Context: an optimization exercise on an open-source flow, tuned for small area. The choices shown serve that exercise and are no tape-out recipe. In this exercise RTL edits were held to simulation tests only and were not proved equivalent to the original. No activity file was given, so power comes from the tool's default toggle rates.

**design/flow/flow/run.sh**
```bash
#!/bin/bash
# Standard layout with three changes to how it is made:
#  - the port buffers are the smallest buffer cell (sky130_fd_sc_hd__buf_1) instead of the
#    cell buffer_ports picks by default;
#  - clock tree synthesis uses clkbuf_8 buffers and inserts no dummy loads;
#  - floorplan removes synthesis buffers instead of sizing for timing before placement
#    (REMOVE_ABC_BUFFERS); timing is repaired after placement and clock tree synthesis.
# make's output goes to standard.log; each tool's full log is under orfs/logs/.
set -euo pipefail
export BUFFER_PORTS_ARGS="-buffer_cell sky130_fd_sc_hd__buf_1"
export CTS_ARGS="-sink_clustering_enable -repair_clock_nets -buf_list sky130_fd_sc_hd__clkbuf_8 -dont_use_dummy_load"
export REMOVE_ABC_BUFFERS=1
bash standard.sh > standard.log 2>&1
```
**design/flow/constraint.sdc**
```tcl
create_clock -name core_clock -period 8.0 [get_ports {clock}]
set_input_delay 1.6000 -clock core_clock [delete_from_list [all_inputs] [get_ports {clock}]]
set_output_delay 1.6000 -clock core_clock [all_outputs]
set_load 0.01 [all_outputs]
```
**design/flow/design.v**
```verilog
module Simple_Fixed_1 (
    clock,
    reset,
    op_code,
    instr_format,
    dest_reg_addr,
    src_reg_a,
    src_reg_b,
    store_reg,
    imm_value,
    enable_reg_write,
    wb_data,
    wb_reg_addr,
    wb_enable_reg_write,
    branch_is_taken,
    delayed_rt_addr,
    delayed_enable_reg_write
);
  input clock, reset;
  input [0:10] op_code;
  input [2:0] instr_format;
  input [0:6] dest_reg_addr;
  input [0:127] src_reg_a, src_reg_b, store_reg;
  input [0:17] imm_value;
  input enable_reg_write;
  input branch_is_taken;
  output logic [0:127] wb_data;
  output logic [0:6] wb_reg_addr;
  output logic wb_enable_reg_write;
  output logic [1:0][0:6] delayed_rt_addr;
  output logic [1:0] delayed_enable_reg_write;
  wire f0 = instr_format == 3'd0;
  wire f4 = instr_format == 3'd4;
  wire f5 = instr_format == 3'd5;
  wire f6 = instr_format == 3'd6;
  wire fo = instr_format == 3'd1 || instr_format == 3'd2 || instr_format == 3'd3 ||
            instr_format == 3'd7;
  wire [10:0] o = op_code;
  wire d_cg    = f0 && o == 11'b00011000010;
  wire d_bg    = f0 && o == 11'b00001000010;
  wire d_ah    = f0 && o == 11'b00011001000;
  wire d_a     = f0 && o == 11'b00011000000;
  wire d_sfh   = f0 && o == 11'b00001001000;
  wire d_sf    = f0 && o == 11'b00001000000;
  wire d_and   = f0 && o == 11'b00011000001;
  wire d_or    = f0 && o == 11'b00001000001;
  wire d_xor   = f0 && o == 11'b01001000001;
  wire d_nand  = f0 && o == 11'b00011001001;
  wire d_ceqh  = f0 && o == 11'b01111001000;
  wire d_ceq   = f0 && o == 11'b01111000000;
  wire d_cgth  = f0 && o == 11'b01001001000;
  wire d_cgt   = f0 && o == 11'b01001000000;
  wire d_clgtb = f0 && o == 11'b01011010000;
  wire d_clgth = f0 && o == 11'b01011001000;
  wire d_clgt  = f0 && o == 11'b01011000000;
  wire d_ahi    = f4 && o == 11'b00000011101;
  wire d_ai     = f4 && o == 11'b00000011100;
  wire d_sfhi   = f4 && o == 11'b00000001101;
  wire d_sfi    = f4 && o == 11'b00000001100;
  wire d_ceqhi  = f4 && o == 11'b00001111101;
  wire d_ceqi   = f4 && o == 11'b00001111100;
  wire d_cgthi  = f4 && o == 11'b00001001101;
  wire d_cgti   = f4 && o == 11'b00001001100;
  wire d_clgtbi = f4 && o == 11'b00001011110;
  wire d_clgthi = f4 && o == 11'b00001011101;
  wire d_clgti  = f4 && o == 11'b00001011100;
  wire d_ilh  = f5 && o == 11'b00010000011;
  wire d_ilhu = f5 && o == 11'b00010000010;
  wire d_il   = f5 && o == 11'b00010000001;
  wire d_iohl = f5 && o == 11'b00011000001;
  wire d_ila  = f6 && o == 11'b00000100001;
  wire d_x    = f6 && (o == 11'b01101000000 || o == 11'b01101000001);
  wire go = !reset && !branch_is_taken;
  wire c_any = d_ceqh | d_ceq | d_cgth | d_cgt | d_clgtb | d_clgth | d_clgt |
               d_ceqhi | d_ceqi | d_cgthi | d_cgti | d_clgtbi | d_clgthi | d_clgti;
  wire a_hsat = d_ah | d_sfh | d_ahi | d_sfhi;
  wire a_word = d_a | d_sf | d_ai | d_sfi;
  wire lop = d_and | d_or | d_xor | d_nand;
  wire kop = d_ilh | d_ilhu | d_il | d_iohl | d_ila | d_x;
  wire listed = c_any | a_hsat | a_word | lop | kop | d_cg | d_bg;
  wire wr = go && listed;           
  wire keep_all = go && fo;         
  wire s_hsat = go & a_hsat;
  wire s_cmp  = go & c_any;
  wire s_en0  = go & (a_hsat | a_word | c_any | d_cg | d_bg);
  wire s_en   = go & (a_hsat | a_word | c_any);
  wire s_and  = go & d_and;
  wire s_or   = go & d_or;
  wire s_xor  = go & d_xor;
  wire s_nand = go & d_nand;
  wire s_cg   = go & d_cg;
  wire s_bg   = go & d_bg;
  wire s_ila  = go & d_ila;
  wire l_g = s_and | s_or;                     
  wire l_t = s_or | s_xor | s_nand;            
  wire l_n = s_nand;                           
  wire imm_form = instr_format[2];
  wire [0:10] op = op_code;
  wire inv_a  = imm_form ? (op[4] | ~op[6]) : (~op[10] & (op[1] | (~op[3] & ~op[9])));
  wire cin    = imm_form ? (op[4] | ~op[6]) : (op[1] | ~op[3]);
  wire inv_b0 = ~op[3] & op[9];                      
  wire seg8   = imm_form ? op[9] : op[6];
  wire seg16  = imm_form ? (op[9] | op[10]) : (op[6] | op[7]);
  wire k_eq   = imm_form ? op[5] : op[2];
  wire k_ugt  = imm_form ? (op[6] & ~op[5]) : (op[3] & ~op[2]);
  wire c_b  = s_cmp & seg8;
  wire c_h  = s_cmp & ~seg8 & seg16;
  wire c_w  = s_cmp & ~seg16;
  wire c_he = c_h & k_eq, c_hu = c_h & ~k_eq & k_ugt, c_hs = c_h & ~k_eq & ~k_ugt;
  wire c_we = c_w & k_eq, c_wu = c_w & ~k_eq & k_ugt, c_ws = c_w & ~k_eq & ~k_ugt;
  wire fq0 = s_en & ~s_cmp;
  wire fq00 = s_en0 & ~s_cmp;
  wire [9:0] i10 = imm_value[8:17];
  wire [10:0] u11 = {imm_value[8], i10};
  wire [15:0] i16 = imm_value[2:17];
  wire [7:0] i8 = imm_value[10:17];
  wire f4cmp = op[4];
  logic [31:0] yimm;
  always_comb begin
    if (!f4cmp) yimm = seg16 ? {2{{6{i10[9]}}, i10}} : {{22{i10[9]}}, i10};
    else if (seg8) yimm = {4{i8}};
    else if (seg16) yimm = {2{5'b0, u11}};
    else if (k_ugt) yimm = {22'b0, i10};
    else yimm = {21'b0, u11};
  end
  logic [31:0] kimm, kc;
  always_comb begin
    kimm = 32'h0;
    kc = 32'h0;
    if (d_ilh) kimm = {2{i16}};
    if (d_ilhu) kimm = {i16, 16'h0};
    if (d_il) kimm = {{16{i16[15]}}, i16};
    if (d_iohl) begin
      kimm = {i16, 16'h0};
      kc = 32'hFFFFFFFF;
    end
    if (d_ila) begin
      kimm = {imm_value[0:15], 16'h0};
      kc = 32'h0000FFFC;
    end
    if (d_x) kimm = 32'h80000000;
    if (!go) begin
      kimm = 32'h0;
      kc = 32'h0;
    end
  end
  wire kw = keep_all | s_cg | s_bg;            
  wire [31:0] kp0 = {{30{keep_all}}, {2{keep_all | s_ila}}};
  wire [31:0] kpn = {{30{kw}}, {2{kw | s_ila}}};
  wire [31:0] kp1 = {keep_all, {29{kw}}, {2{kw | s_ila}}};
  logic [0:127] rnext;
  wire cg_ge, bg_gt, r32;
  wire [31:0] p0;
  fx_ge32 u_ge (.p(p0), .a(src_reg_a[0:31]), .b(src_reg_b[0:31]), .ge(cg_ge));
  genvar k;
  generate
    for (k = 0; k < 4; k++) begin : g_word
      wire [3:0] co;
      wire [31:0] d, pw;
      fx_word #(.W0(k == 0)) u_w (
          .a(src_reg_a[32*k +: 32]), .b(src_reg_b[32*k +: 32]), .c(store_reg[32*k +: 32]),
          .r(wb_data[32*k +: 32]), .inv_a(inv_a), .inv_b(inv_b0), .ub(~imm_form),
          .yi(imm_form ? yimm : 32'h0), .cin(cin), .seg8(seg8), .seg16(seg16), .nc_b(~c_b),
          .c_he(c_he), .c_hu(c_hu), .c_hs(c_hs), .c_we(c_we), .c_wu(c_wu), .c_ws(c_ws),
          .s_hsat(s_hsat), .fq0((k == 0) ? fq00 : fq0), .l_g(l_g),
          .l_t(l_t), .l_n(l_n), .nkimm(~kimm), .kc(kc),
          .kp((k == 0) ? kp0 : (k == 1) ? kp1 : kpn), .co(co), .d(d), .p(pw));
      if (k == 1) begin : g_r32
        assign rnext[32] = d[31] | (s_cg & cg_ge) | (s_bg & bg_gt);
        assign rnext[33:63] = d[30:0];
      end else begin : g_rn
        assign rnext[32*k +: 32] = d;
      end
      if (k == 0) begin : g_bg
        assign bg_gt = ~co[3];
        assign p0 = pw;
      end
    end
  endgenerate
  always_ff @(posedge clock) begin
    wb_data <= rnext;
    if (reset) begin
      delayed_rt_addr[1] <= 0;
      delayed_enable_reg_write[1] <= 0;
    end else begin
      delayed_rt_addr[1] <= wb_reg_addr;
      delayed_enable_reg_write[1] <= wb_enable_reg_write;
    end
    wb_reg_addr <= (wr | keep_all) ? dest_reg_addr : 7'd0;
    wb_enable_reg_write <= (wr | keep_all) & enable_reg_write;
  end
  assign delayed_rt_addr[0] = wb_reg_addr;
  assign delayed_enable_reg_write[0] = wb_enable_reg_write;
endmodule
module fx_word #(
    parameter bit W0 = 0
) (
    input [31:0] a, b, c, r,
    input inv_a, inv_b, ub,
    input [31:0] yi,
    input cin, seg8, seg16,
    input nc_b, c_he, c_hu, c_hs, c_we, c_wu, c_ws,
    input s_hsat, fq0, l_g, l_t, l_n,
    input [31:0] nkimm, kc, kp,
    output [3:0] co,
    output [31:0] d,
    output [31:0] p
);
  genvar i, q;
  wire [31:0] x, y, bb;
  for (i = 0; i < 32; i++) begin : g_xy
    c_xor2 u_x (.a(a[i]), .b(inv_a), .y(x[i]));
    if (W0) begin : w0
      c_xor2 u_b (.a(b[i]), .b(inv_b), .y(bb[i]));
    end else begin : wn
      assign bb[i] = b[i];
    end
    c_a21o u_y (.a1(bb[i]), .a2(ub), .b1(yi[i]), .x(y[i]));
  end
  wire [31:0] s, g;
  wire [8:0] cb;       
  wire [7:0] bp;       
  assign cb[0] = cin;
  wire nseg8 = ~seg8, nseg16 = ~seg16;
  wire cs8 = seg8 & cin, cs16 = seg16 & cin;
  for (q = 0; q < 8; q++) begin : g_blk
    wire ci;
    if (q == 2 || q == 6) begin : s8
      c_a21o u_ci (.a1(cb[q]), .a2(nseg8), .b1(cs8), .x(ci));
    end else if (q == 4) begin : s16
      c_a21o u_ci (.a1(cb[q]), .a2(nseg16), .b1(cs16), .x(ci));
    end else begin : ns
      assign ci = cb[q];
    end
    fx_blk4 u_b (.x(x[4*q +: 4]), .y(y[4*q +: 4]), .ci(ci), .s(s[4*q +: 4]), .p(p[4*q +: 4]),
                 .g(g[4*q +: 4]), .bp(bp[q]), .co(cb[q+1]));
  end
  assign co = {cb[8], cb[6], cb[4], cb[2]};
  wire [1:0] eqh, sgt, nsat, t, ns;
  wire eqw;
  wire [3:0] nco;
  wire [1:0] nh;
  wire nw;
  for (q = 0; q < 4; q++) begin : g_nco
    c_inv u_n (.a(co[q]), .y(nco[q]));
  end
  for (q = 0; q < 2; q++) begin : g_h
    c_and4 u_eq (.a(bp[4*q]), .b(bp[4*q+1]), .c(bp[4*q+2]), .d(bp[4*q+3]), .x(eqh[q]));
    c_xor2 u_sg (.a(co[2*q+1]), .b(p[16*q+15]), .y(sgt[q]));
    c_a222oi u_h (.a1(c_he), .a2(eqh[q]), .b1(c_hs), .b2(sgt[q]), .c1(c_hu), .c2(nco[2*q+1]),
                  .y(nh[q]));
    c_xor2 u_t (.a(s[16*q+15]), .b(x[16*q+15]), .y(t[q]));
    c_nand3b u_sat (.a_n(p[16*q+15]), .b(t[q]), .c(s_hsat), .y(nsat[q]));
    c_and2 u_fq (.a(nsat[q]), .b(fq0), .x(fq[2*q]));
    assign fq[2*q+1] = fq[2*q];
    c_inv u_ns (.a(s[16*q+15]), .y(ns[q]));
  end
  c_and2 u_eqw (.a(eqh[0]), .b(eqh[1]), .x(eqw));
  c_a222oi u_w (.a1(c_we), .a2(eqw), .b1(c_ws), .b2(sgt[1]), .c1(c_wu), .c2(nco[3]), .y(nw));
  wire [3:0] fq, nfp, nfpm;
  for (q = 0; q < 4; q++) begin : g_f
    wire u, um;
    c_o22a u_u (.a1(nc_b), .a2(co[q]), .b1(nsat[q/2]), .b2(ns[q/2]), .x(u));
    c_and3 u_f (.a(u), .b(nh[q/2]), .c(nw), .x(nfp[q]));
    if (q % 2 == 1) begin : m
      c_o22a u_um (.a1(nc_b), .a2(co[q]), .b1(nsat[q/2]), .b2(s[16*(q/2)+15]), .x(um));
      c_and3 u_fm (.a(um), .b(nh[q/2]), .c(nw), .x(nfpm[q]));
    end else begin : nm
      assign nfpm[q] = nfp[q];
    end
  end
  for (i = 0; i < 32; i++) begin : g_o
    fx_out u_o (.s(s[i]), .p(p[i]), .g(g[i]), .c(c[i]), .r(r[i]), .fq(fq[i/8]),
                .nfp((i % 16 == 15) ? nfpm[i/8] : nfp[i/8]), .l_g(l_g), .l_t(l_t), .l_n(l_n),
                .nkimm(nkimm[i]), .kc(kc[i]), .kp(kp[i]), .d(d[i]));
  end
endmodule
module fx_blk4 (input [3:0] x, y, input ci, output [3:0] s, p, g, output bp, co);
  wire c1, c2, c3, g1, g2, g3;
  genvar j;
  for (j = 0; j < 4; j++) begin : g_h
    c_ha u_h (.a(x[j]), .b(y[j]), .s(p[j]), .co(g[j]));
  end
  c_a21o u_c1 (.a1(p[0]), .a2(ci), .b1(g[0]), .x(c1));
  c_a21o u_c2 (.a1(p[1]), .a2(c1), .b1(g[1]), .x(c2));
  c_a21o u_c3 (.a1(p[2]), .a2(c2), .b1(g[2]), .x(c3));
  c_a21o u_g1 (.a1(p[1]), .a2(g[0]), .b1(g[1]), .x(g1));
  c_a21o u_g2 (.a1(p[2]), .a2(g1), .b1(g[2]), .x(g2));
  c_a21o u_g3 (.a1(p[3]), .a2(g2), .b1(g[3]), .x(g3));
  c_and4 u_p (.a(p[0]), .b(p[1]), .c(p[2]), .d(p[3]), .x(bp));
  c_a21o u_co (.a1(bp), .a2(ci), .b1(g3), .x(co));
  c_xor2 u_s0 (.a(p[0]), .b(ci), .y(s[0]));
  c_xor2 u_s1 (.a(p[1]), .b(c1), .y(s[1]));
  c_xor2 u_s2 (.a(p[2]), .b(c2), .y(s[2]));
  c_xor2 u_s3 (.a(p[3]), .b(c3), .y(s[3]));
endmodule
module fx_out (input s, p, g, c, r, fq, nfp, l_g, l_t, l_n, nkimm, kc, kp, output d);
  wire n1, n2, z;
  c_a222oi u_1 (.a1(fq), .a2(s), .b1(kc), .b2(c), .c1(kp), .c2(r), .y(n1));
  c_nor2 u_z (.a(p), .b(g), .y(z));
  c_a222oi u_2 (.a1(g), .a2(l_g), .b1(p), .b2(l_t), .c1(z), .c2(l_n), .y(n2));
  c_nand4 u_d (.a(n1), .b(n2), .c(nfp), .d(nkimm), .y(d));
endmodule
module fx_ge32 (input [31:0] p, a, b, output ge);
  wire [3:0] gg, ee;
  genvar q, j;
  for (q = 0; q < 4; q++) begin : g_grp
    wire [8:1] c;    
    wire e0, e1;
    c_nand2 u_c1 (.a(p[8*q]), .b(b[8*q]), .y(c[1]));
    for (j = 1; j < 8; j++) begin : g_m
      if (j % 2 == 1) begin : od
        c_mux2i u_m (.s(p[8*q+j]), .a1(a[8*q+j]), .a0(c[j]), .y(c[j+1]));
      end else begin : ev
        c_mux2i u_m (.s(p[8*q+j]), .a1(b[8*q+j]), .a0(c[j]), .y(c[j+1]));
      end
    end
    assign gg[q] = c[8];
    c_or4 u_e0 (.a(p[8*q]), .b(p[8*q+1]), .c(p[8*q+2]), .d(p[8*q+3]), .x(e0));
    c_or4 u_e1 (.a(p[8*q+4]), .b(p[8*q+5]), .c(p[8*q+6]), .d(p[8*q+7]), .x(e1));
    c_nor2 u_e (.a(e0), .b(e1), .y(ee[q]));
  end
  wire t0, t1, t2;
  c_or2 u_t0 (.a(gg[0]), .b(ee[0]), .x(t0));
  c_a21o u_t1 (.a1(ee[1]), .a2(t0), .b1(gg[1]), .x(t1));
  c_a21o u_t2 (.a1(ee[2]), .a2(t1), .b1(gg[2]), .x(t2));
  c_a21o u_t3 (.a1(ee[3]), .a2(t2), .b1(gg[3]), .x(ge));
endmodule
module c_xor2 (input a, b, output y);
  assign y = a ^ b;
endmodule
module c_a21o (input a1, a2, b1, output x);
  assign x = (a1 & a2) | b1;
endmodule
module c_ha (input a, b, output s, co);
  assign s = a ^ b;
  assign co = a & b;
endmodule
module c_and4 (input a, b, c, d, output x);
  assign x = a & b & c & d;
endmodule
module c_nor2 (input a, b, output y);
  assign y = ~(a | b);
endmodule
module c_nand3 (input a, b, c, output y);
  assign y = ~(a & b & c);
endmodule
module c_a222oi (input a1, a2, b1, b2, c1, c2, output y);
  assign y = ~((a1 & a2) | (b1 & b2) | (c1 & c2));
endmodule
module c_and2 (input a, b, output x);
  assign x = a & b;
endmodule
module c_or2 (input a, b, output x);
  assign x = a | b;
endmodule
module c_mux2 (input s, a1, a0, output x);
  assign x = s ? a1 : a0;
endmodule
module c_nor4 (input a, b, c, d, output y);
  assign y = ~(a | b | c | d);
endmodule
module c_nand4 (input a, b, c, d, output y);
  assign y = ~(a & b & c & d);
endmodule
module c_nand2 (input a, b, output y);
  assign y = ~(a & b);
endmodule
module c_mux2i (input s, a1, a0, output y);
  assign y = ~(s ? a1 : a0);
endmodule
module c_inv (input a, output y);
  assign y = ~a;
endmodule
module c_and3 (input a, b, c, output x);
  assign x = a & b & c;
endmodule
module c_and3b (input a_n, b, c, output x);
  assign x = ~a_n & b & c;
endmodule
module c_nor2b (input a, b_n, output y);
  assign y = ~(a | ~b_n);
endmodule
module c_a22oi (input a1, a2, b1, b2, output y);
  assign y = ~((a1 & a2) | (b1 & b2));
endmodule
module c_nand3b (input a_n, b, c, output y);
  assign y = ~(~a_n & b & c);
endmodule
module c_o22a (input a1, a2, b1, b2, output x);
  assign x = (a1 | a2) & (b1 | b2);
endmodule
module c_or4 (input a, b, c, d, output x);
  assign x = a | b | c | d;
endmodule
```
**design/flow/standard.sh**
```bash
#!/bin/bash
# synth_recipe.tcl (not shown) runs the flow's synth.tcl, then flattens the netlist and writes it again
# the make line also repeats each setting of config.mk as NAME=value (left out here)
make -C /OpenROAD-flow-scripts/flow DESIGN_CONFIG=/design/flow/config.mk WORK_HOME=/design/flow/orfs CLKGATE_MAP_FILE= SYNTH_SCRIPT=/design/flow/synth_recipe.tcl "${@:-finish}"
```
**design/flow/config.mk**
```make
export PLATFORM = sky130hd
export DESIGN_NAME = Simple_Fixed_1
export DESIGN_NICKNAME = Simple_Fixed_1
export VERILOG_FILES = /design/flow/design.v
export SDC_FILE = /design/flow/constraint.sdc
export NUM_CORES = 4
export LEC_CHECK = 0
export CAP_MARGIN = 20
export CORE_MARGIN = 2
export CORE_UTILIZATION = 55
export SLEW_MARGIN = 20
export SYNTH_HIERARCHICAL = 1
```
==> flow_summary.toml, run 1 <==
[detailed_routing]
routed_via_density = 7.318
wl_per_cell_um = 27.64
drt_iter0_markers = 4325
drtAntennaViolNets = 0
wl_um = 81840
remaining_drc_errors = 0
num_vias = 21670
detail_route.first_pass.iterations = 13

[worst_setup_path]
cp_num_buf_inv = 4
path_delay_family = "compound AO/OA/AOI/OAI gates"
reg2reg_depth = 3
r2r_end = "wb_data[32]"
cp-start-kind = "primary input"
required_ns = 8.35
crit_slowest_cell = "and2_1"
critPathLaunch = "op_code[1]"
cp_slowest_stage_delay_ns = 0.55
end_kind = "register"
critPathArrivalTime_ns = 8.18
rrSetupSlack_ns = 7.00
path_common_cell = "a21o_1"
path_max_fanout = 27
regToRegStartpoint = "wb_data[32]"
path_class = "primary input to register"

[cells_and_area]
seq_area_sq_um = 2883
drive_gt1_share_pct = 5.889
final_core_util_pct = 66.93
area_delta_synth_final_pct = 20.58
final_nets = 3121
fillers = 2700
multiInputGateArea_sq_um = 13770

[clock_tree]
tritoncts = "done"
numCtsBuffers = 17
root_buffer = "clkbuf_8"
cts.sinks = 144
cts_htree_levels = 4
cts_max_path_buffers = 2
clk_pin_slew_ns = 0.09
clk-insertion-delay-late_ns = 0.49

[synth]
yosysWarnings = 9
synth-seq-cells = 144
synth_compound_gate_area_share_pct = 37.07
synthesis.instances = 1911
synth_edf_count = 0
synth_area_sq_um = 16890
synth_simple_gate_area_share_pct = 16.73
muxShareOfSynthArea_pct = 1.852
yosys.area_share.adder_pct = 9.541
synthFlopType = "dfxtp_1"
ys_seq_area_share_pct = 17.07
avgSynthCellArea_sq_um = 8.839
ys_types = 67
ys_async_sr_fraction_pct = 0
synth_xor_area_share_pct = 15.76
synth_top_family_by_area = "compound AO/OA/AOI/OAI gates"

[grt]
track_usage_pct = 48.18
antenna_found_initial = 3
overflow = 0
grt_pass1_vias = 19810
grt_max_degree = 90
grt_pass1_wl_um = 117000

[sta]
final_hold_viol_count = 0
finalWorstSetupSlack_ns = 0.1728
skew_ns = 0.008151
worstMarginPinSlew_ns = 1.126
setup_viol = 0
min_period_ns = 7.827
drv_slew = 0
max_freq_mhz = 127.8
finalCritPeriodShare_pct = 97.84
max_slew_margin_pct = 24.71
rsz0062_at_grt = "no"

[power_and_ir_drop]
irDropWorstVdd_v = 0.0001088
p_per_area_nw_per_um2 = 145.2
p_leak_nw = 10.17

[hold_path]
hold_class = "register to register"
whs_endpoint = "delayed_rt_addr[9]"
min_path_cells = 1
min_from = "wb_reg_addr[4]"

[run_status]
status = "timing/DRC/antenna clean"

[placement]
gp_congestion = 1.055
port_buffers = 578
dp_slack_ns = -0.09767
hpwl_um = 60000

[floorplan]
coreArea_sq_um = 30430
start_util_pct = 55.51
die-area_sq_um = 32130
row_count = 64
ios = 579
dieHeight_um = 179.2
die_w_um = 179.2

[job]
maxCapViolCount = 0
-- placed cells by master (no fill, tap or decap), types with 6 or more instances in the layout --
master	count
nor2b_1	10
nor2_1	145
nand4_1	133
nand3b_1	8
a21oi_1	20
a21o_1	367
nand2b_1	6
o221ai_2	10
nor3_2	6
and3_1	25
mux2i_1	29
and2_1	27
dfxtp_1	144
ha_1	128
a222oi_1	268
clkbuf_8	17
xor2_1	304
buf_1	578
or4_1	8
inv_1	38
a31oi_1	8
nand3_1	9
and4_1	40
nand2_1	49
nor3_1	11
buf_4	83
o22a_1	26
-- synthesized netlist by cell type, drive strengths merged (9+ instances only) --
| library cell | n | area, sq um |
|---|---|---|
| a21o | 367 | 2755 |
| a21oi | 25 | 143.9 |
| a222oi | 268 | 2683 |
| a31oi | 10 | 62.56 |
| and2 | 30 | 187.7 |
| and3 | 25 | 156.4 |
| and4 | 40 | 350.3 |
| buf | 21 | 165.2 |
| dfxtp | 144 | 2883 |
| ha | 128 | 1602 |
| inv | 39 | 146.4 |
| mux2i | 29 | 290.3 |
| nand2 | 51 | 193.9 |
| nand3 | 9 | 45.04 |
| nand3b | 9 | 80.08 |
| nand4 | 133 | 832.1 |
| nor2 | 148 | 563.0 |
| nor2b | 10 | 62.56 |
| nor3 | 17 | 90.09 |
| o221ai | 15 | 193.9 |
| o22a | 26 | 227.7 |
| or4 | 11 | 91.34 |
| xor2 | 304 | 2663 |
-- worst max-delay path by stage --
| stage | to | slack, ns | cells past startpoint |
|---|---|---|---|
| finish | wb_data[101] | 0.17 | 28 |
| global route | wb_data[108] | 0.01 | 28 |
| CTS | wb_data[104] | 0.39 | 29 |
| detailed placement | wb_data[101] | -0.1 | 29 |
| global placement | wb_data[77] | 0.21 | 29 |
| floorplan | wb_data[32] | -8.46 | 27 |
-- logic make-up after synthesis --
kind of cell,Yosys count
adder cells (fa/ha/maj),129
multiplexers,31
XOR/XNOR,304
AO/OA/AOI/OAI,733
flip-flops,144
buffers and inverters,66
AND/OR/NAND/NOR,504
-- sequential cells by signal, summed over array words and instances (netlist names) --
name / count
wb_data: 128
delayed_rt_addr: 7
wb_reg_addr: 7
delayed_enable_reg_write: 1
wb_enable_reg_write: 1
-- where the power goes --
| group | switching (mW) | total, mW | internal, mW |
|---|---|---|---|
| clock network | 0.297 | 0.485 | 0.188 |
| logic | 1.03 | 1.75 | 0.716 |
| registers | 0.00199 | 0.721 | 0.719 |
| total | 1.33 | 2.96 | 1.62 |
-- metrics by stage --
step	cells	TNS, ns	cell area (sq um)	power [mW]	hold slack, ns
2_1_floorplan	1884	-1018.62	16700	1.909	0.5421
3_3_place_gp	2942	0	20090	2.377	0.4769
3_5_place_dp	2943	-1.221	20100	2.406	0.4856
4_1_cts	2960	0	20330	2.887	0.5045
5_1_grt	2961	0	20370	3.095	0.5179
6_report	2961	0	20370	2.957	0.5080
-- Yosys stat by module, one instance, submodules excluded, a selection --
module | cells inside | copies in the design
c_a222oi | 1 | 268
c_mux2i | 1 | 28
c_and4 | 1 | 40
c_or4 | 1 | 8
c_or2 | 1 | 1
c_and3 | 1 | 24
c_inv | 1 | 16
-- cell type report --
cell class	instances	share of cell area (%)
Sequential cell	144	14.15
Multi-Input combinational cell	1701	67.61
Antenna cell	1	0.01229
Clock buffer	17	1.149
Inverter	39	0.7311
Tap cell	396	2.433
Timing Repair Buffer	663	13.91
-- metal layers --
| layer | vias up | track usage, % | routed length, um |
|---|---|---|---|
| met4 | 4 | 31.45 | 6196 |
| met1 | 10070 | 56.26 | 27790 |
| met5 | - | 0 | 38 |
| met3 | 416 | 15.16 | 11460 |
| met2 | 1923 | 75.80 | 36370 |
| li1 | 9260 | - | - |
-- what timing repair did --
item	CTS	global route
resized for setup	0	3
hold buffers	0	0
setup endpoints to repair	0	15
buffers inserted	0	0
==> inputs of run 2 (changes only) <==
--- a/design/flow/design.v
+++ b/design/flow/design.v
@@ -117,31 +117,54 @@
   wire f4cmp = op[4];
-  logic [31:0] yimm;
-  always_comb begin
-    if (!f4cmp) yimm = seg16 ? {2{{6{i10[9]}}, i10}} : {{22{i10[9]}}, i10};
-    else if (seg8) yimm = {4{i8}};
-    else if (seg16) yimm = {2{5'b0, u11}};
-    else if (k_ugt) yimm = {22'b0, i10};
-    else yimm = {21'b0, u11};
-  end
-  logic [31:0] kimm, kc;
-  always_comb begin
-    kimm = 32'h0;
-    kc = 32'h0;
-    if (d_ilh) kimm = {2{i16}};
-    if (d_ilhu) kimm = {i16, 16'h0};
-    if (d_il) kimm = {{16{i16[15]}}, i16};
-    if (d_iohl) begin
-      kimm = {i16, 16'h0};
-      kc = 32'hFFFFFFFF;
-    end
-    if (d_ila) begin
-      kimm = {imm_value[0:15], 16'h0};
-      kc = 32'h0000FFFC;
-    end
-    if (d_x) kimm = 32'h80000000;
-    if (!go) begin
-      kimm = 32'h0;
-      kc = 32'h0;
-    end
-  end
+  wire sg = i10[9];
+  wire im_a  = imm_form & ~f4cmp;                     
+  wire im_ah = im_a & seg16, im_aw = im_a & ~seg16;
+  wire im_cb = imm_form & f4cmp & seg8;                
+  wire im_ch = imm_form & f4cmp & seg16 & ~seg8;       
+  wire im_co = imm_form & f4cmp & ~seg16 & ~k_ugt;     
+  wire im_nb = imm_form & ~im_cb;
+  wire as_ = im_a & sg;                                
+  wire aws = im_aw & sg;
+  wire s10 = im_a | im_ch | im_co;                     
+  wire s26 = im_a | im_ch;
+  wire hb = im_ah | im_cb | im_ch;
+  wire ahc = im_ah | im_ch;
+  wire [31:0] yi;
+  genvar n;
+  for (n = 0; n < 8; n++) begin : g_y0
+    c_and2 u (.a(imm_form), .b(i10[n]), .x(yi[n]));
+  end
+  for (n = 8; n < 10; n++) begin : g_y8
+    c_a22o u (.a1(im_cb), .a2(i10[n-8]), .b1(im_nb), .b2(i10[n]), .x(yi[n]));
+  end
+  c_a22o u_y10 (.a1(im_cb), .a2(i10[2]), .b1(s10), .b2(sg), .x(yi[10]));
+  for (n = 11; n < 16; n++) begin : g_y11
+    c_a21o u (.a1(im_cb), .a2(i10[n-8]), .b1(as_), .x(yi[n]));
+  end
+  for (n = 16; n < 24; n++) begin : g_y16
+    c_a21o u (.a1(hb), .a2(i10[n-16]), .b1(aws), .x(yi[n]));
+  end
+  for (n = 24; n < 26; n++) begin : g_y24
+    c_a221o u (.a1(im_cb), .a2(i10[n-24]), .b1(ahc), .b2(i10[n-16]), .c1(aws), .x(yi[n]));
+  end
+  c_a22o u_y26 (.a1(im_cb), .a2(i10[2]), .b1(s26), .b2(sg), .x(yi[26]));
+  for (n = 27; n < 32; n++) begin : g_y27
+    c_a21o u (.a1(im_cb), .a2(i10[n-24]), .b1(as_), .x(yi[n]));
+  end
+  wire k_lo = go & (d_ilh | d_il);
+  wire k_hi = go & (d_ilh | d_ilhu | d_iohl);
+  wire k_la = go & d_ila;
+  wire k_x  = go & d_x;
+  wire [31:0] nkimm;
+  for (n = 0; n < 16; n++) begin : g_k0
+    c_nand2 u (.a(k_lo), .b(i16[n]), .y(nkimm[n]));
+  end
+  wire k_il = go & d_il;
+  for (n = 16; n < 31; n++) begin : g_k16
+    c_a222oi u (.a1(k_hi), .a2(i16[n-16]), .b1(k_la), .b2(imm_value[31-n]), .c1(k_il),
+                .c2(i16[15]), .y(nkimm[n]));
+  end
+  wire k_hs = k_hi | k_il;
+  c_a222oi u_k31 (.a1(k_hs), .a2(i16[15]), .b1(k_la), .b2(imm_value[0]), .c1(d_x), .c2(go),
+                  .y(nkimm[31]));
+  wire [31:0] kc = {{16{go & d_iohl}}, {14{go & (d_iohl | d_ila)}}, {2{go & d_iohl}}};
   wire kw = keep_all | s_cg | s_bg;            
@@ -162,6 +185,6 @@
           .r(wb_data[32*k +: 32]), .inv_a(inv_a), .inv_b(inv_b0), .ub(~imm_form),
-          .yi(imm_form ? yimm : 32'h0), .cin(cin), .seg8(seg8), .seg16(seg16), .nc_b(~c_b),
+          .yi(yi), .cin(cin), .seg8(seg8), .seg16(seg16), .nc_b(~c_b),
           .c_he(c_he), .c_hu(c_hu), .c_hs(c_hs), .c_we(c_we), .c_wu(c_wu), .c_ws(c_ws),
           .s_hsat(s_hsat), .fq0((k == 0) ? fq00 : fq0), .l_g(l_g),
-          .l_t(l_t), .l_n(l_n), .nkimm(~kimm), .kc(kc),
+          .l_t(l_t), .l_n(l_n), .nkimm(nkimm), .kc(kc),
           .kp((k == 0) ? kp0 : (k == 1) ? kp1 : kpn), .co(co), .d(d), .p(pw));
@@ -395 +418,10 @@
 endmodule
+module c_a22o (input a1, a2, b1, b2, output x);
+  assign x = (a1 & a2) | (b1 & b2);
+endmodule
+module c_a221o (input a1, a2, b1, b2, c1, output x);
+  assign x = (a1 & a2) | (b1 & b2) | c1;
+endmodule
+module c_a221oi (input a1, a2, b1, b2, c1, output y);
+  assign y = ~((a1 & a2) | (b1 & b2) | c1);
+endmodule
==> design/flow/flow/run.sh (replaced) <==
#!/bin/bash
# Standard layout with two changes to how it is made:
#  - the port buffers are the smallest buffer cell (sky130_fd_sc_hd__buf_1) instead of the
#    cell buffer_ports picks by default;
#  - clock tree synthesis uses clkbuf_8 buffers and inserts no dummy loads.
# make's output goes to standard.log; each tool's full log is under orfs/logs/.
set -euo pipefail
export BUFFER_PORTS_ARGS="-buffer_cell sky130_fd_sc_hd__buf_1"
export CTS_ARGS="-sink_clustering_enable -repair_clock_nets -buf_list sky130_fd_sc_hd__clkbuf_8 -dont_use_dummy_load"
bash standard.sh > standard.log 2>&1
==> run 2 against run 1 <==
  * Sequential cell count unchanged
  * Clock power up 1%
  * Via count about the same
==> flow_summary.toml, run 2 <==
[hold_path]
hold_class = "register to register"
min_path_cells = 1
whs_endpoint = "delayed_enable_reg_write[1]"
min_from = "wb_enable_reg_write"

[placement]
place_area_sq_um = 20110
gp_congestion = 1.028
dp_slack_ns = -0.01272
hpwl_um = 61800
port_buffers = 578

[cells_and_area]
drive_gt1_share_pct = 5.667
layout_common_cells = "buf_1 (578), a21o_1 (388), xor2_1 (300), a222oi_1 (284), nor2_1 (152)"
fillers = 2716
final_common_cell = "buf_1"
largestRegisters = "wb_data: 128 flops, delayed_rt_addr: 7 flops, wb_reg_addr: 7 flops"
top_register = "wb_data"
final_core_util_pct = 66.93
final_nets = 3098
area_delta_synth_final_pct = 20.57
final_cell_area_sq_um = 20370
largest_register_ffs = 128

[sta]
hold_slack_ns = 0.4645
min_period_ns = 7.722
finalWorstSetupSlack_ns = 0.2777
setup_viol = 0
final_hold_viol_count = 0
finalCritPeriodShare_pct = 96.53
worstMarginPinSlew_ns = 1.274
skew_ns = 0.02133
drv_slew = 0
max_slew_margin_pct = 15.06
max_freq_mhz = 129.5
fin_tns_setup_ns = 0
rsz0062_at_grt = "no"

[detailed_routing]
wl_per_cell_um = 28.04
remaining_drc_errors = 0
detail_route.first_pass.iterations = 17
drtAntennaViolNets = 0
num_vias = 21670
wl_um = 82440
routed_via_density = 7.371
drt_iter0_markers = 4442

[clock_tree]
cts_max_path_buffers = 2
cts_repair_resize_count = 0
root_buffer = "clkbuf_8"
clk_pin_slew_ns = 0.11
post-cts-setup-buffers = 0
clk-insertion-delay-late_ns = 0.49
numCtsBuffers = 17
tritoncts = "done"
cts.sinks = 144
cts_htree_levels = 4
hold_buffers = 0

[synth]
synth_simple_gate_area_share_pct = 17.26
yosys.area_share.adder_pct = 9.481
ys_async_sr_fraction_pct = 0
yosysWarnings = 9
synthTopCellsByCount = "a21o_1 (388), xor2_1 (304), a222oi_1 (284)"
ys_types = 60
synthesis.instances = 1893
synth-seq-cells = 144
ys_seq_area_share_pct = 17.07
avgSynthCellArea_sq_um = 8.924
synth_compound_gate_area_share_pct = 36.96
synth_edf_count = 0
synth.most_common_cell = "a21o_1"
yosysTopAreaCell = "a21o_1"
synth_top_family_by_area = "compound AO/OA/AOI/OAI gates"
synth_top_area_share_pct = 17.24
synth_area_leaders = "a21o_1 (17%), dfxtp_1 (17%), a222oi_1 (17%), xor2_1 (16%), ha_1 (9.5%)"
muxShareOfSynthArea_pct = 1.844
synthFlopType = "dfxtp_1"
synth_xor_area_share_pct = 15.76
synth_area_sq_um = 16890

[worst_setup_path]
path_delay_family = "compound AO/OA/AOI/OAI gates"
cp_num_buf_inv = 3
rrSetupSlack_ns = 6.88
required_ns = 8.37
end_kind = "register"
r2r_end = "wb_data[32]"
critPathArrivalTime_ns = 8.09
critPathLaunch = "op_code[9]"
cp_slowest_stage_delay_ns = 0.37
reg2reg_depth = 3
path_max_fanout = 19
path_common_cell = "a21o_1"
crit_slowest_cell = "a222oi_1"
cp-start-kind = "primary input"
path_class = "primary input to register"
regToRegStartpoint = "wb_data[32]"

[floorplan]
dieHeight_um = 179.3
coreArea_sq_um = 30430
ios = 579
row_count = 64
start_util_pct = 55.51
die_w_um = 179.3
die-area_sq_um = 32130

[job]
maxCapViolCount = 0

[grt]
grt_pass1_wl_um = 117500
antenna_found_initial = 4
track_usage_pct = 48.46
overflow = 0
grt_max_degree = 83
grt_pass1_vias = 19740

[run_status]
status = "timing/DRC/antenna clean"

[power_and_ir_drop]
p_leak_nw = 10.27
irDropWorstVdd_v = 0.00009211
p_per_area_nw_per_um2 = 146.3
-- run 2: where the power goes --
group / internal (mW) / total [mW] / switching (mW)
Clock: 0.188 / 0.492 / 0.303
Sequential: 0.719 / 0.720 / 0.00144
Combinational: 0.706 / 1.77 / 1.06
Total: 1.61 / 2.98 / 1.37
-- run 2: through the flow --
stage          cells  power, mW
5_1_grt         2939      3.114
4_1_cts         2935      2.907
6_report        2940      2.980
3_5_place_dp    2918      2.425
3_3_place_gp    2916      2.400
2_1_floorplan   1893      1.945
-- run 2: worst max-delay path by stage --
stage | end | slack [ns] | cells after the start
2_1_floorplan | wb_data[32] | -2.00 | 32
3_3_place_gp | wb_data[70] | 0.22 | 31
3_5_place_dp | wb_data[68] | -0.01 | 30
4_1_cts | wb_data[68] | 0.49 | 31
5_1_grt | wb_data[70] | 0.11 | 31
6_report | wb_data[32] | 0.28 | 32
-- run 2: routing by layer --
layer	share of wire (%)	wire length (um)	global-route usage, %	up-vias
met3	13	11100	12.98	464
met2	43	35470	74.07	2000
met4	9.4	7722	39.11	0
li1	-	-	-	9238
met5	0	0	0	-
met1	34	28150	56.85	9969
-- run 2: final cells by class --
type                    count  area [sq um]  share of cell area, %
clock buffers              17         234.0                  1.149
flip-flops and latches    144          2883                  14.15
diodes                      3         7.507                0.03686
multi-input cells        1698         13890                  68.18
inverters                  31         118.9                 0.5836
well taps                 396         495.5                  2.433
repair buffers            651          2741                  13.46
-- run 2: logic make-up after synthesis --
group / after synthesis
and+or+nand+nor: 505
AOI/OAI and AO/OA: 730
muxes: 31
adders and majority gates: 128
DFF: 144
xor gates and xnor gates: 304
buffers and inverters: 51
-- run 2: modules after synthesis (local to each module, per instance), excerpt --
module | flops+latches | cells inside
c_nand3b | 0 | 1
c_a22o | 0 | 1
c_inv | 0 | 1
c_nand4 | 0 | 1
c_ha | 0 | 1
c_or2 | 0 | 1
c_or4 | 0 | 1
c_and4 | 0 | 1
c_and2 | 0 | 1
c_o22a | 0 | 1
c_xor2 | 0 | 1
c_a221o | 0 | 1
Simple_Fixed_1 | 144 | 321
c_mux2i | 0 | 1
c_a222oi | 0 | 1
==> inputs of run 3 (changes only) <==
--- a/design/flow/design.v
+++ b/design/flow/design.v
@@ -245,2 +245,3 @@
   wire [7:0] bp;       
+  wire [7:0] c3b;      
   assign cb[0] = cin;
@@ -257,4 +258,5 @@
     end
-    fx_blk4 u_b (.x(x[4*q +: 4]), .y(y[4*q +: 4]), .ci(ci), .s(s[4*q +: 4]), .p(p[4*q +: 4]),
-                 .g(g[4*q +: 4]), .bp(bp[q]), .co(cb[q+1]));
+    fx_blk4 #(.RIP(q == 0 || q == 7)) u_b (.x(x[4*q +: 4]), .y(y[4*q +: 4]), .ci(ci), .s(s[4*q +: 4]),
+                                 .p(p[4*q +: 4]), .g(g[4*q +: 4]), .bp(bp[q]), .co(cb[q+1]),
+                                 .c3(c3b[q]));
   end
@@ -274,3 +276,3 @@
                   .y(nh[q]));
-    c_xor2 u_t (.a(s[16*q+15]), .b(x[16*q+15]), .y(t[q]));
+    c_xor2 u_t (.a(c3b[4*q+3]), .b(x[16*q+15]), .y(t[q]));
     c_nand3b u_sat (.a_n(p[16*q+15]), .b(t[q]), .c(s_hsat), .y(nsat[q]));
@@ -278,3 +280,3 @@
     assign fq[2*q+1] = fq[2*q];
-    c_inv u_ns (.a(s[16*q+15]), .y(ns[q]));
+    c_inv u_ns (.a(c3b[4*q+3]), .y(ns[q]));
   end
@@ -288,3 +290,3 @@
     if (q % 2 == 1) begin : m
-      c_o22a u_um (.a1(nc_b), .a2(co[q]), .b1(nsat[q/2]), .b2(s[16*(q/2)+15]), .x(um));
+      c_o22a u_um (.a1(nc_b), .a2(co[q]), .b1(nsat[q/2]), .b2(c3b[4*(q/2)+3]), .x(um));
       c_and3 u_fm (.a(um), .b(nh[q/2]), .c(nw), .x(nfpm[q]));
@@ -300,4 +302,6 @@
 endmodule
-module fx_blk4 (input [3:0] x, y, input ci, output [3:0] s, p, g, output bp, co);
-  wire c1, c2, c3, g1, g2, g3;
+module fx_blk4 #(
+    parameter bit RIP = 0
+) (input [3:0] x, y, input ci, output [3:0] s, p, g, output bp, co, c3);
+  wire c1, c2, g1, g2, g3;
   genvar j;
@@ -309,7 +313,11 @@
   c_a21o u_c3 (.a1(p[2]), .a2(c2), .b1(g[2]), .x(c3));
-  c_a21o u_g1 (.a1(p[1]), .a2(g[0]), .b1(g[1]), .x(g1));
-  c_a21o u_g2 (.a1(p[2]), .a2(g1), .b1(g[2]), .x(g2));
-  c_a21o u_g3 (.a1(p[3]), .a2(g2), .b1(g[3]), .x(g3));
   c_and4 u_p (.a(p[0]), .b(p[1]), .c(p[2]), .d(p[3]), .x(bp));
-  c_a21o u_co (.a1(bp), .a2(ci), .b1(g3), .x(co));
+  if (RIP) begin : rip
+    c_a21o u_co (.a1(p[3]), .a2(c3), .b1(g[3]), .x(co));
+  end else begin : la
+    c_a21o u_g1 (.a1(p[1]), .a2(g[0]), .b1(g[1]), .x(g1));
+    c_a21o u_g2 (.a1(p[2]), .a2(g1), .b1(g[2]), .x(g2));
+    c_a21o u_g3 (.a1(p[3]), .a2(g2), .b1(g[3]), .x(g3));
+    c_a21o u_co (.a1(bp), .a2(ci), .b1(g3), .x(co));
+  end
   c_xor2 u_s0 (.a(p[0]), .b(ci), .y(s[0]));
==> run 3 against run 2 <==
  * Power fell by 2.4%
  * Non-clock buffer count is 8 higher
  * Setup slack improved by 0.055 ns
  * Combinational power down 3%
  * Global-route usage up 1.4 points
  * Cell count shrank 0.75%
  * Routed wire length is 1.6% higher
  * Synthesized cell count down 1.3%
  * Area after synthesis down 1.1%
  * Maximum frequency grew 0.72%
  * Largest cell class unchanged
  * Largest power group unchanged
==> flow_summary.toml, run 3 <==
[cells_and_area]
layout_common_cells = "buf_1 (578), a21o_1 (364), xor2_1 (304), a222oi_1 (284), nor2_1 (152)"
largestRegisters = "wb_data: 128 flops, delayed_rt_addr: 7 flops, wb_reg_addr: 7 flops"
final_common_cell = "buf_1"
drive_gt1_share_pct = 6.020
final_nets = 3082
top_register = "wb_data"
final_cells = 2918
area_delta_synth_final_pct = 20.99
largest_register_ffs = 128

[sta]
finalWorstSetupSlack_ns = 0.3328
max_freq_mhz = 130.4
min_period_ns = 7.667
rsz0062_at_grt = "no"
worstMarginPinSlew_ns = 1.318
finalCritPeriodShare_pct = 95.84
final_hold_viol_count = 0
setup_viol = 0
drv_slew = 0
skew_ns = 0.01268
max_slew_margin_pct = 11.47
fin_tns_setup_ns = 0

[clock_tree]
cts_htree_levels = 4
clk_pin_slew_ns = 0.09
numCtsBuffers = 17
hold_buffers = 0
cts_max_path_buffers = 2
root_buffer = "clkbuf_8"
post-cts-setup-buffers = 0
clk-insertion-delay-late_ns = 0.50
tritoncts = "done"
cts_repair_resize_count = 0
cts.sinks = 144

[power_and_ir_drop]
irDropWorstVdd_v = 0.00009590
p_leak_nw = 10.07
p_per_area_nw_per_um2 = 143.9

[synth]
synth_area_leaders = "dfxtp_1 (17%), a222oi_1 (17%), a21o_1 (16%), xor2_1 (16%), ha_1 (9.6%)"
synthesis.instances = 1869
ys_async_sr_fraction_pct = 0
synth.most_common_cell = "a21o_1"
yosysWarnings = 9
synthFlopType = "dfxtp_1"
ys_seq_area_share_pct = 17.25
synth_top_area_share_pct = 17.25
synthTopCellsByCount = "a21o_1 (364), xor2_1 (304), a222oi_1 (284)"
yosysTopAreaCell = "dfxtp_1"
synth_edf_count = 0
ys_types = 60
avgSynthCellArea_sq_um = 8.942
synth_area_sq_um = 16710
synth-seq-cells = 144

[placement]
numPlacedInstances = 2896
gp_congestion = 1.088
hpwl_um = 62210
port_buffers = 578
dp_slack_ns = 0.05151

[floorplan]
coreArea_sq_um = 29800
ios = 579
start_util_pct = 56.09
die-area_sq_um = 31800
row_count = 63
die_w_um = 178.3
dieHeight_um = 178.3

[detailed_routing]
detail_route.first_pass.iterations = 17
wl_um = 83740
drt_iter0_markers = 4961
num_vias = 21790
routed_via_density = 7.466
wl_per_cell_um = 28.70
remaining_drc_errors = 0
drtAntennaViolNets = 0

[grt]
overflow = 0
track_usage_pct = 49.86
antenna_found_initial = 4
grt_pass1_wl_um = 119100
grt_pass1_vias = 20260
grt_max_degree = 73

[worst_setup_path]
path_class = "primary input to register"
path_common_cell = "a21o_1"
cp-start-kind = "primary input"
critPathArrivalTime_ns = 8.03
crit_slowest_cell = "a222oi_1"
required_ns = 8.36
path_max_fanout = 19
cp_slowest_stage_delay_ns = 0.48
end_kind = "register"

[job]
maxCapViolCount = 0

[run_status]
status = "timing/DRC/antenna clean"

[hold_path]
hold_class = "register to register"
-- run 3: cell types whose count changed in the layout (fill, tap and decap cells not counted), sizes merged --
cell    before  now
a21o       388  364
buf        649  658
clkbuf      19   18
-- run 3: area by class of cell --
cell class | instances | area, sq um
diodes | 3 | 7.507
repair buffers | 659 | 2815
multi-input cells | 1674 | 13670
inverters | 31 | 118.9
clock buffers | 17 | 234.0
flip-flops and latches | 144 | 2883
well taps | 390 | 488.0
fillers | 2648 | 9575
-- run 3: path summary, 6_finish.rpt --
kind	start	to	slack, ns	depth (start not counted)
worst max-delay path	instr_format[2]	wb_data[126]	0.33	27
worst min-delay path	wb_reg_addr[5]	delayed_rt_addr[8]	0.49	1
worst max register to register	wb_data[32]	wb_data[32]	6.97	3
worst min register to register	wb_reg_addr[5]	delayed_rt_addr[8]	0.49	1
-- run 3: metrics by stage --
stage	utilization (%)	power (mW)	hold WS [ns]	area [sq um]
after global placement	66.91	2.336	0.4631	19940
after global routing	67.85	3.033	0.4889	20220
after CTS	67.80	2.838	0.4807	20200
after detailed placement	67.02	2.363	0.4751	19970
after floorplan	-	1.894	0.5004	16780
final	67.86	2.909	0.4858	20220
-- run 3: kinds of logic (layout without fill, tap and decap cells) --
kind of cell               count (synthesis)  count (layout)  share of synthesized area (%)
AOI/OAI and AO/OA                        706             706                          36.28
xor gates and xnor gates                 304             304                          15.93
adders and majority gates                128             128                          9.583
buffers and inverters                     51             707                          1.647
DFF                                      144             144                          17.25
muxes                                     31              31                          1.864
other                                      0               3                              0
and+or+nand+nor                          505             505                          17.44
-- run 3: critical path: cells and delay by family --
kind | cells | cell delay [ns]
AO/OA/AOI/OAI | 17 | 4.10
XOR/XNOR | 2 | 0.37
buffers and inverters | 4 | 0.95
adder cells (fa/ha/maj) | 1 | 0.31
AND/OR/NAND/NOR | 3 | 0.64
-- run 3: per-layer routing --
metal  GRT usage (%)  vias to the layer above  share of wire [%]
met5               0                        -              0.014
met4           41.06                        2                9.7
met3           12.81                      537                 15
met2           77.00                     2116                 43
met1           58.09                     9973                 33
li1                -                     9158                  -
-- run 3: per-module statistics from Yosys, one instance, submodules excluded, a selection --
module / cells inside / copies in the design / flops+latches
Simple_Fixed_1: 321 / 1 / 144
c_ha: 1 / 128 / 0
c_o22a: 1 / 24 / 0
c_nand3b: 1 / 8 / 0
c_or4: 1 / 8 / 0
c_and3: 1 / 24 / 0
c_nor2: 1 / 132 / 0
-- run 3: report_power, final --
part           internal, mW  leakage [nW]  switching (mW)
clock network         0.187         0.122           0.296
logic                 0.684          8.79            1.02
registers             0.719          1.16         0.00148
==> inputs of run 4 (changes only) <==
--- a/design/flow/config.mk
+++ b/design/flow/config.mk
@@ -7,6 +7,6 @@
 export LEC_CHECK = 0
-export CAP_MARGIN = 20
+export CAP_MARGIN = 10
 export CORE_MARGIN = 2
 export CORE_UTILIZATION = 55
-export SLEW_MARGIN = 20
+export SLEW_MARGIN = 10
 export SYNTH_HIERARCHICAL = 1
==> run 4 against run 3 <==
  * Area after synthesis stayed put
  * Clock power is 1% lower
  * Critical path depth increased by 2
  * Largest cell class unchanged
  * Highest routed layer is now met4
==> flow_summary.toml, run 4 <==
[grt]
antenna_found_initial = 3
grt_pass1_vias = 20180
grt_pass1_wl_um = 119400
track_usage_pct = 49.78
overflow = 0
grt_max_degree = 99

[job]
maxCapViolCount = 0

[worst_setup_path]
path_max_fanout = 17
path_delay_family = "compound AO/OA/AOI/OAI gates"
cp_num_buf_inv = 4
required_ns = 8.32
crit_slowest_cell = "a222oi_1"
path_class = "primary input to register"
path_common_cell = "a21o_1"
cp-start-kind = "primary input"
end_kind = "register"
critPathArrivalTime_ns = 8.01
cp_slowest_stage_delay_ns = 0.51

[sta]
final_hold_viol_count = 0
rsz0062_at_grt = "no"
min_period_ns = 7.687
finalCritPeriodShare_pct = 96.09
max_slew_margin_pct = 9.951
setup_viol = 0
skew_ns = 0.01051
drv_slew = 0
max_freq_mhz = 130.1
worstMarginPinSlew_ns = 1.351
finalWorstSetupSlack_ns = 0.3127

[clock_tree]
tritoncts = "done"
cts_max_path_buffers = 2
hold_buffers = 0
root_buffer = "clkbuf_8"
post-cts-setup-buffers = 0
cts.sinks = 144
clk-insertion-delay-late_ns = 0.48
cts_htree_levels = 4
clk_pin_slew_ns = 0.07
cts_repair_resize_count = 0
numCtsBuffers = 17

[floorplan]
row_count = 63
die-area_sq_um = 31800
die_w_um = 178.3
coreArea_sq_um = 29800
start_util_pct = 56.09
ios = 579
dieHeight_um = 178.3

[detailed_routing]
num_vias = 21700
wl_per_cell_um = 28.76
wl_um = 83890
detail_route.first_pass.iterations = 17
remaining_drc_errors = 0
routed_via_density = 7.439
drt_iter0_markers = 4946
drtAntennaViolNets = 0

[cells_and_area]
final_nets = 3079
largest_register_ffs = 128
area_delta_synth_final_pct = 20.80
top_register = "wb_data"
drive_gt1_share_pct = 5.908
largestRegisters = "wb_data: 128 flops, delayed_rt_addr: 7 flops, wb_reg_addr: 7 flops"
final_core_util_pct = 67.75
final_common_cell = "buf_1"
layout_common_cells = "buf_1 (578), a21o_1 (364), xor2_1 (304), a222oi_1 (284), nor2_1 (152)"
fillers = 2674

[synth]
synth_area_leaders = "dfxtp_1 (17%), a222oi_1 (17%), a21o_1 (16%), xor2_1 (16%), ha_1 (9.6%)"
synth.most_common_cell = "a21o_1"
synth_edf_count = 0
synthFlopType = "dfxtp_1"
avgSynthCellArea_sq_um = 8.942
ys_types = 60
synthesis.instances = 1869
synth_top_area_share_pct = 17.25
synth_area_sq_um = 16710
synthTopCellsByCount = "a21o_1 (364), xor2_1 (304), a222oi_1 (284)"
synth-seq-cells = 144
yosysTopAreaCell = "dfxtp_1"
ys_seq_area_share_pct = 17.25
yosysWarnings = 9
ys_async_sr_fraction_pct = 0

[power_and_ir_drop]
p_leak_nw = 10.06
irDropWorstVdd_v = 0.00009310
p_per_area_nw_per_um2 = 144.0
total_power_mw = 2.906

[placement]
hpwl_um = 61980
gp_congestion = 1.088
dp_slack_ns = 0.01465
port_buffers = 578

[hold_path]
hold_class = "register to register"

[run_status]
status = "timing/DRC/antenna clean"
## run 4: worst reg2reg max path: stages, from the launching register on
cell and delay (ns):
dfxtp_1 0.33, a222oi_1 0.29, nand4_1 0.14, a21o_1 0.18
## run 4: modules after synthesis (local to each module, per instance), a selection
module	flops+latches	times used	cells inside	cell area, sq um
c_a222oi	0	284	1	10.01
c_o22a	0	24	1	8.758
c_and3	0	24	1	6.256
c_ha	0	128	1	12.51
c_mux2i	0	28	1	10.01
c_a221o	0	2	1	10.01
c_nor2	0	132	1	3.754
c_inv	0	16	1	3.754
c_or4	0	8	1	7.507
c_nand2	0	20	1	3.754
c_xor2	0	304	1	8.758
c_nand4	0	128	1	6.256
c_a22o	0	4	1	8.758
Simple_Fixed_1	144	1	321	4086
c_or2	0	1	1	6.256
## run 4: report_power, final
part	total, mW	internal (mW)	switching [mW]
Sequential	0.720	0.719	0.00150
Clock	0.477	0.188	0.289
Combinational	1.71	0.684	1.02
## run 4: cell type report
type                       instances  area (sq um)  area share [%]
tap                              390         488.0           2.417
sequential                       144          2883           14.28
inverter                          31         118.9          0.5888
multi-input combinational       1674         13670           67.73
clock buffer                      17         234.0           1.159
antenna                            5         12.51         0.06198
timing repair buffer             656          2778           13.76
## run 4: cells by family after synthesis
logic type / after synthesis / share of synthesized area, %
multiplexers: 31 / 1.864
AND/OR/NAND/NOR: 505 / 17.44
XOR/XNOR: 304 / 15.93
flip-flops: 144 / 17.25
adder cells (fa/ha/maj): 128 / 9.583
AO/OA/AOI/OAI: 706 / 36.28
buffers and inverters: 51 / 1.647
## run 4: per-layer routing
metal / wire, um / vias up / track usage, % / share of wire [%]
met5: 0 / - / 0 / 0
met4: 7506 / 0 / 36.28 / 8.9
met3: 12280 / 537 / 14.30 / 15
met2: 36190 / 2077 / 78.12 / 43
met1: 27910 / 9927 / 57.87 / 33
li1: - / 9160 / - / -
## run 4: worst paths after layout
path | from | to | slack [ns] | cells past startpoint
max | op_code[9] | wb_data[31] | 0.31 | 29
min | wb_reg_addr[5] | delayed_rt_addr[8] | 0.48 | 1
max reg2reg | wb_data[32] | wb_data[32] | 6.96 | 3
min reg2reg | wb_reg_addr[5] | delayed_rt_addr[8] | 0.48 | 1
## run 4: metrics by stage
| step | cell area, sq um | TNS (ns) | std cells | hold slack, ns |
|---|---|---|---|---|
| after floorplan | 16780 | -251.16 | 1869 | 0.5004 |
| after detailed placement | 19940 | 0 | 2894 | 0.4758 |
| after global placement | 19940 | 0 | 2894 | 0.4631 |
| after global routing | 20180 | 0 | 2914 | 0.4844 |
| final | 20190 | 0 | 2917 | 0.4782 |
| after CTS | 20170 | 0 | 2911 | 0.4758 |

==> re-timing with driven ports <==
How much do the figures lean on ideal ports? The routed layouts below were timed once more, with nothing changed but the port constraints.
Step 1, drivers: a clkbuf_16 drives clock and a buf_2 each remaining input, both assumed.
Step 2 times the ports against the registers' clock, not the clock port: input delays grow and output delays shrink by t, the midpoint of the rising clock arrivals with the driver on.
Slacks: ideal / step 1 / step 2; pairs: ideal / step 1.
run	shift t [ns]	setup slack, ns	pins driven straight from the clock port
run 1	0.538	0.173 / 0.195 / -0.342	1
run 2	0.524	0.278 / 0.307 / -0.216	1
run 3	0.546	0.333 / 0.361 / -0.185	1
run 4	0.520	0.313 / 0.341 / -0.179	1
With both steps, setup timing fails in every run listed, where it was met with ideal ports. The setup slack of run 3, which loses most, moves by +0.028 ns with the drivers and by -0.518 ns with both steps.
